This is an optimization exercise on Yosys and OpenROAD, whose aim is small area, not a production implementation. RTL that was checked went through simulation tests only; none was proved equivalent to the original. The flow treats the clock pin as an ideal source, which a real chip does not have.

==> flow/design.v (excerpt) <==
module neural_pipeline_top (
    input wire clk,
    input wire rst,
    input wire signed [15:0] raw_in,
    output wire signed [15:0] vel_out
);
For scale: about 34 I/O pins, about 11000 µm² of cells after synthesis.
==> flow/config.mk <==
export PLATFORM = sky130hd
export DESIGN_NAME = neural_pipeline_top
export DESIGN_NICKNAME = neural_pipeline_top
export VERILOG_FILES = /design/flow/design.v
export SDC_FILE = /design/flow/constraint.sdc
export NUM_CORES = 4
export LEC_CHECK = 0
export CAP_MARGIN = 20
export CORE_MARGIN = 2
export CORE_UTILIZATION = 70
export PLACE_DENSITY = 0.8
export SLEW_MARGIN = 20
export SYNTH_HIERARCHICAL = 1
==> flow/constraint.sdc <==
create_clock -name core_clock -period 25.0 [get_ports {clk}]
set_input_delay 5.0000 -clock core_clock [delete_from_list [all_inputs] [get_ports {clk}]]
set_output_delay 5.0000 -clock core_clock [all_outputs]
set_load 0.01 [all_outputs]
standard.sh (not shown) runs the stock make flow with config.mk's settings and CLKGATE_MAP_FILE= SYNTH_SCRIPT=/design/flow/synth_recipe.tcl, a recipe that flattens the netlist after the stock synthesis.
==> flow/flow/run.sh <==
#!/bin/bash
# The standard layout (standard.sh, with the standard synthesis unchanged)
# plus three changes:
#  1. after the standard synthesis, the combinational logic other than the
#     adder, majority and tie cells is re-mapped by ABC with an area script
#     (flow/reabc.abc); flip-flops and their names are left as they are;
#  2. port buffers use the smallest buffer cell (buf_1);
#  3. clock tree synthesis uses clkbuf_8 and no dummy loads; afterwards
#     clock buffers are downsized to clkbuf_4 where the clock-pin slew
#     allows it (flow/cts_trim.tcl).
# Each tool's output goes to a log file of its own in this folder.
set -euo pipefail
export BUFFER_PORTS_ARGS="-buffer_cell sky130_fd_sc_hd__buf_1"
export CTS_ARGS="-sink_clustering_enable -repair_clock_nets -dont_use_dummy_load -buf_list sky130_fd_sc_hd__clkbuf_8"

R=orfs/results/${FLOW_PLATFORM}/neural_pipeline_top/base
LIB=${FLOW_HOME}/platforms/${FLOW_PLATFORM}/lib/sky130_fd_sc_hd__tt_025C_1v80.lib
YOSYS=${FLOW_HOME}/../tools/install/yosys/bin/yosys
[ -x "$YOSYS" ] || YOSYS=yosys

bash standard.sh synth > standard_synth.log 2>&1
cp $R/1_2_yosys.v 1_2_yosys_standard.v

DU=""
for c in probe_p_8 probec_p_8 lpflow_bleeder_1 lpflow_clkbufkapwr_1 lpflow_clkbufkapwr_16 \
  lpflow_clkbufkapwr_2 lpflow_clkbufkapwr_4 lpflow_clkbufkapwr_8 lpflow_clkinvkapwr_1 \
  lpflow_clkinvkapwr_16 lpflow_clkinvkapwr_2 lpflow_clkinvkapwr_4 lpflow_clkinvkapwr_8 \
  lpflow_decapkapwr_12 lpflow_decapkapwr_3 lpflow_decapkapwr_4 lpflow_decapkapwr_6 \
  lpflow_decapkapwr_8 lpflow_inputiso0n_1 lpflow_inputiso0p_1 lpflow_inputiso1n_1 \
  lpflow_inputiso1p_1 lpflow_inputisolatch_1 lpflow_isobufsrc_1 lpflow_isobufsrc_16 \
  lpflow_isobufsrc_2 lpflow_isobufsrc_4 lpflow_isobufsrc_8 lpflow_isobufsrckapwr_16 \
  lpflow_lsbuf_lh_hl_isowell_tap_1 lpflow_lsbuf_lh_hl_isowell_tap_2 \
  lpflow_lsbuf_lh_hl_isowell_tap_4 lpflow_lsbuf_lh_isowell_4 lpflow_lsbuf_lh_isowell_tap_1 \
  lpflow_lsbuf_lh_isowell_tap_2 lpflow_lsbuf_lh_isowell_tap_4; do
  DU="$DU -dont_use sky130_fd_sc_hd__$c"
done

cat > reabc.ys <<EOT
read_liberty -ignore_miss_func $LIB
setattr -mod -set keep_hierarchy 1 sky130_fd_sc_hd__fa_1 sky130_fd_sc_hd__ha_1 sky130_fd_sc_hd__maj3_1 sky130_fd_sc_hd__maj3_2 sky130_fd_sc_hd__maj3_4 sky130_fd_sc_hd__conb_1 sky130_fd_sc_hd__dfxtp_1
read_verilog 1_2_yosys_standard.v
hierarchy -top ${FLOW_TOP}
flatten
opt -purge
abc -liberty $LIB $DU -script flow/reabc.abc
opt_clean -purge
chtype -set sky130_fd_sc_hd__maj3_1 t:sky130_fd_sc_hd__maj3_2
splitnets
opt_clean -purge
tee -o reabc_stat.txt stat -liberty $LIB
select ${FLOW_TOP}
write_verilog -noattr -nohex -nodec -selected $R/1_2_yosys.v
EOT
$YOSYS -s reabc.ys > reabc.log 2>&1

bash standard.sh cts > standard_to_cts.log 2>&1
OPENROAD=${FLOW_HOME}/../tools/install/OpenROAD/bin/openroad
[ -x "$OPENROAD" ] || OPENROAD=openroad
export R LIB
$OPENROAD -no_init -exit flow/cts_trim.tcl > cts_trim.log 2>&1

bash standard.sh > standard.log 2>&1
==> flow/flow/cts_trim.tcl <==
read_liberty $::env(LIB)
read_db $::env(R)/4_cts.odb
read_sdc $::env(R)/4_cts.sdc
source $::env(FLOW_HOME)/platforms/$::env(FLOW_PLATFORM)/setRC.tcl
set_propagated_clock [all_clocks]
estimate_parasitics -placement
proc maxslew {} {
  set ms 0
  foreach p [get_pins -of_objects [get_cells -filter "ref_name =~ *df*"] -filter "name == CLK"] {
    set s [get_property $p slew_max]
    if {$s > $ms} { set ms $s }
  }
  return $ms
}
puts "max clock-pin slew before: [maxslew]"
set small [[ord::get_db] findMaster sky130_fd_sc_hd__clkbuf_4]
foreach inst [[ord::get_db_block] getInsts] {
  set m [$inst getMaster]
  if {[$m getName] != "sky130_fd_sc_hd__clkbuf_8"} continue
  $inst swapMaster $small
  estimate_parasitics -placement
  set s [maxslew]
  if {$s > 0.110} {
    $inst swapMaster $m
    estimate_parasitics -placement
    puts "kept [$inst getName] ($s)"
  } else {
    puts "downsized [$inst getName] ($s)"
  }
}
puts "max clock-pin slew after: [maxslew]"
write_db $::env(R)/4_cts.odb
==> flow/flow/reabc.abc <==
strash
dch -f
amap
strash
dch -f
amap
topo
Then changed:
==> flow/flow/reabc.abc (replaced) <==
strash
&get -n
&deepsyn -T 30
&put
dch -f
amap
strash
dch -f
amap
topo
The changed run finished with timing, DRC and antenna clean.
Global-route usage falls by 0.15 points.
Worst setup slack improved by 160 ps.
Utilization rises by 1.4 points.
Routed wire length falls by 3.6%.
Maximum frequency rises by 0.78%.
Design area falls by 0.69%.
Die area falls by 0.76%.
Then changed:
--- a/flow/flow/run.sh
+++ b/flow/flow/run.sh
@@ -5 +5 @@
-#     adder, majority and tie cells is re-mapped by ABC with an area script
+#     full-adder and tie cells is re-mapped by ABC with an area script
@@ -40 +40 @@
-setattr -mod -set keep_hierarchy 1 sky130_fd_sc_hd__fa_1 sky130_fd_sc_hd__ha_1 sky130_fd_sc_hd__maj3_1 sky130_fd_sc_hd__maj3_2 sky130_fd_sc_hd__maj3_4 sky130_fd_sc_hd__conb_1 sky130_fd_sc_hd__dfxtp_1
+setattr -mod -set keep_hierarchy 1 sky130_fd_sc_hd__fa_1 sky130_fd_sc_hd__conb_1 sky130_fd_sc_hd__dfxtp_1
@@ -47 +47 @@
-chtype -set sky130_fd_sc_hd__maj3_1 t:sky130_fd_sc_hd__maj3_2
+
==> flow/flow/reabc.abc (replaced) <==
strash
dch -f
amap
strash
dch -f
amap
topo
The new run completed with no timing, DRC or antenna violations. Routed wire length increases by about 3.4%. Fmax decreases by about 0.7%. Worst setup slack degrades by 160 ps.
Then changed:
--- a/flow/flow/run.sh
+++ b/flow/flow/run.sh
@@ -5 +5 @@
-#     full-adder and tie cells is re-mapped by ABC with an area script
+#     adder, majority and tie cells is re-mapped by ABC with an area script
@@ -8,3 +8 @@
-#  3. clock tree synthesis uses clkbuf_8 and no dummy loads; afterwards
-#     clock buffers are downsized to clkbuf_4 where the clock-pin slew
-#     allows it (flow/cts_trim.tcl).
+#  3. clock tree synthesis uses clkbuf_8 and no dummy loads.
@@ -40 +38 @@
-setattr -mod -set keep_hierarchy 1 sky130_fd_sc_hd__fa_1 sky130_fd_sc_hd__conb_1 sky130_fd_sc_hd__dfxtp_1
+setattr -mod -set keep_hierarchy 1 sky130_fd_sc_hd__fa_1 sky130_fd_sc_hd__ha_1 sky130_fd_sc_hd__maj3_1 sky130_fd_sc_hd__maj3_2 sky130_fd_sc_hd__maj3_4 sky130_fd_sc_hd__conb_1 sky130_fd_sc_hd__dfxtp_1
@@ -47 +45 @@
-
+chtype -set sky130_fd_sc_hd__maj3_1 t:sky130_fd_sc_hd__maj3_2
@@ -56,6 +53,0 @@
-bash standard.sh cts > standard_to_cts.log 2>&1
-OPENROAD=${FLOW_HOME}/../tools/install/OpenROAD/bin/openroad
-[ -x "$OPENROAD" ] || OPENROAD=openroad
-export R LIB
-$OPENROAD -no_init -exit flow/cts_trim.tcl > cts_trim.log 2>&1
-
removed: flow/flow/cts_trim.tcl
Result: Register-to-register slack gets worse by 110 ps; worst setup slack gets worse by 88 ps.

========
Setup of lane 1:
neural_pipeline_top, a different RTL version from the one above (not shown whole).
Size in the first run: roughly 960 cells after synthesis, roughly 34 I/O pins.
Settings: LEC_CHECK=0, CAP_MARGIN=20, CORE_MARGIN=2, CORE_UTILIZATION=40, CTS_BUF_LIST=sky130_fd_sc_hd__clkbuf_16, CTS_CLUSTER_SIZE=30, SLEW_MARGIN=20, SYNTH_HIERARCHICAL=1; clock period 25.0 ns.
run.sh (not shown) runs the stock make flow with config.mk's settings and CLKGATE_MAP_FILE= SYNTH_SCRIPT=/design/flow/synth_recipe.tcl, a recipe that flattens the netlist after the stock synthesis.
Stock flow here: none of the scripts above is used.
Lane 1 finished end to end and its layout was clean on timing, DRC and antenna.
Inputs modified between lane 1 and lane 2:
-- flow/config.mk --
<<< lane 1, line 9
export CORE_MARGIN = 2
export CORE_UTILIZATION = 40
export CTS_BUF_LIST = sky130_fd_sc_hd__clkbuf_16
export CTS_CLUSTER_SIZE = 30
export SLEW_MARGIN = 20
export SYNTH_HIERARCHICAL = 1
>>> lane 2, line 9
export CORE_MARGIN = 2
export CORE_UTILIZATION = 40
export CTS_BUF_LIST = sky130_fd_sc_hd__clkbuf_8
export CTS_CLUSTER_SIZE = 20
export SLEW_MARGIN = 20
export SYNTH_HIERARCHICAL = 1
==> comparison <==
[lane 2] setup slack rose 0.061 ns relative to lane 1. The register-to-register slack was comparable across lane 2 and lane 1. On final routed wirelength across all metal layers, lane 2 and lane 1 are basically level. Lane 2 vs. lane 1: filler cell count in the final layout went up by about 0.64%. Core utilization: lane 2 lower than lane 1. Diff lane 2 and lane 1: layout-stage area growth over the synthesis result lower in lane 2. As far as I/O pin total goes, lane 1 and lane 2 are indistinguishable; the numbers are identical.
The inputs of lane 3 differ from those of lane 2 as listed below.
-- flow/config.mk --
<<< lane 2, line 9
export CORE_MARGIN = 2
export CORE_UTILIZATION = 40
export CTS_BUF_LIST = sky130_fd_sc_hd__clkbuf_8
export CTS_CLUSTER_SIZE = 20
export SLEW_MARGIN = 20
export SYNTH_HIERARCHICAL = 1
>>> lane 3, line 9
export CORE_MARGIN = 2
export CORE_UTILIZATION = 40
export CTS_BUF_LIST = sky130_fd_sc_hd__clkbuf_2 sky130_fd_sc_hd__clkbuf_4 sky130_fd_sc_hd__clkbuf_8
export SLEW_MARGIN = 20
export SYNTH_HIERARCHICAL = 1
--- outcome ---
Lane 3 | stages: all done | timing, DRC, antenna: all pass
Any difference in number of cells on the worst reg-to-reg path between lane 3 and lane 2 is small enough to ignore.
Re fraction of layout instances using a drive strength above 1: no difference whatsoever between lane 2 and lane 3.
No run of this note included a check of the RTL's function; only the layout flow was run.

========
run 1:
neural_pipeline_top, a different RTL version from the one above (not shown whole).
For scale: roughly 910 cells after synthesis, about 12000 µm² of cells after synthesis.
clock: 25.0 ns
lec_check: 0
cap_margin: 20
core_margin: 2
core_utilization: 40
slew_margin: 20
synth_hierarchical: 1
standard.sh (not shown) runs the stock make flow with config.mk's settings and CLKGATE_MAP_FILE= SYNTH_SCRIPT=/design/flow/synth_recipe.tcl, a recipe that flattens the netlist after the stock synthesis.
==> flow/flow/run.sh <==
#!/bin/bash
# Standard ORFS layout (the standard.sh, standard synthesis included) with
# two changes: port buffers use the smallest buffer cell, and clock tree
# synthesis uses clkbuf_8 without dummy loads.
set -euo pipefail
export BUFFER_PORTS_ARGS="-buffer_cell sky130_fd_sc_hd__buf_1"
export CTS_ARGS="-sink_clustering_enable -repair_clock_nets -dont_use_dummy_load -buf_list sky130_fd_sc_hd__clkbuf_8"
bash standard.sh > standard.log 2>&1
## Diff of input files: run 2 against run 1
- PLACE_DENSITY: unset -> 0.8
- CORE_UTILIZATION: 40 -> 70
[summary]
Going from run 1 to run 2, worst setup slack now sits higher, total met3 wirelength after detailed routing now sits higher. For synthesized instance count, run 2 and run 1 come out practically identical. Final critical-path required period: higher on run 1.
--- input diff run 2..run 3 ---
- CTS_BUF_LIST newly set to sky130_fd_sc_hd__clkbuf_8
- PLACE_DENSITY removed (was 0.8)
- CORE_UTILIZATION changed from 70 to 40
==> flow/run.sh (new file) <==
#!/bin/bash
# synth_recipe.tcl (not shown) runs the flow's synth.tcl, then flattens the netlist and writes it again
# the make line also repeats each setting of config.mk as NAME=value (left out here)
make -C /OpenROAD-flow-scripts/flow DESIGN_CONFIG=/design/flow/config.mk WORK_HOME=/design/flow/orfs CLKGATE_MAP_FILE= SYNTH_SCRIPT=/design/flow/synth_recipe.tcl finish
removed: flow/flow/run.sh
removed: flow/standard.sh
Results
- Delta (run 3 minus run 2): first-pass iteration count of the detailed router increased by 1 relative to the old numbers, critical path depth decreased by 2.2% relative to the old numbers, routing usage on met2 decreased by 23 points relative to the old numbers.

static timing again, ports no longer ideal:
No port has a modelled driver above. Below, the same layouts with a new extraction and two added sets of constraints.
Step 1 (the two cells are an assumption about what drives the block):
set clk [get_ports {clk}]
set_driving_cell -lib_cell sky130_fd_sc_hd__clkbuf_16 $clk
set_driving_cell -lib_cell sky130_fd_sc_hd__buf_2 [delete_from_list [all_inputs] $clk]
Step 2 also shifts input and output timing later by t, the mid clock arrival at the registers, as if the neighbouring blocks saw the same clock.
a / b / c = ideal ports / drivers / drivers and shift; a / b = the first two.
| run | shift t [ns] | setup WS [ns] | hold slack, ns | worst setup path after step 2 | worst register clock-pin slew, ns |
|---|---|---|---|---|---|
| the first run of note 1 | 0.590 | 3.938 / 3.955 / 3.365 | 0.456 / 0.456 / 0.456 | input to register | 0.10 / 0.10 |
| the second run of note 1 | 0.608 | 4.102 / 4.128 / 3.520 | 0.446 / 0.446 / 0.446 | input to register | 0.10 / 0.10 |
| the third run of note 1 | 0.585 | 3.946 / 3.960 / 3.375 | 0.427 / 0.427 / 0.427 | input to register | 0.11 / 0.11 |
| the fourth run of note 1 | 0.487 | 3.858 / 3.878 / 3.391 | 0.453 / 0.453 / 0.453 | input to register | 0.08 / 0.08 |
| lane 1 | 0.488 | 3.897 / 3.922 / 3.434 | 0.470 / 0.470 / 0.470 | input to register | 0.08 / 0.08 |
| lane 2 | 0.514 | 3.958 / 3.977 / 3.463 | 0.464 / 0.464 / 0.464 | input to register | 0.11 / 0.11 |
| lane 3 | 0.514 | 3.958 / 3.977 / 3.463 | 0.464 / 0.464 / 0.464 | input to register | 0.11 / 0.11 |
| run 1 | 0.495 | 3.945 / 3.972 / 3.476 | 0.466 / 0.466 / 0.466 | input to register | 0.10 / 0.10 |
| run 2 | 0.477 | 3.977 / 3.993 / 3.516 | 0.473 / 0.473 / 0.473 | input to register | 0.09 / 0.09 |
| run 3 | 0.499 | 3.738 / 3.762 / 3.263 | 0.450 / 0.450 / 0.450 | input to register | 0.10 / 0.10 |
After both steps every run listed still meets setup and hold. For the second run of note 1, which loses most, drivers alone change the setup slack by +0.026 ns; drivers and shift together by -0.582 ns.
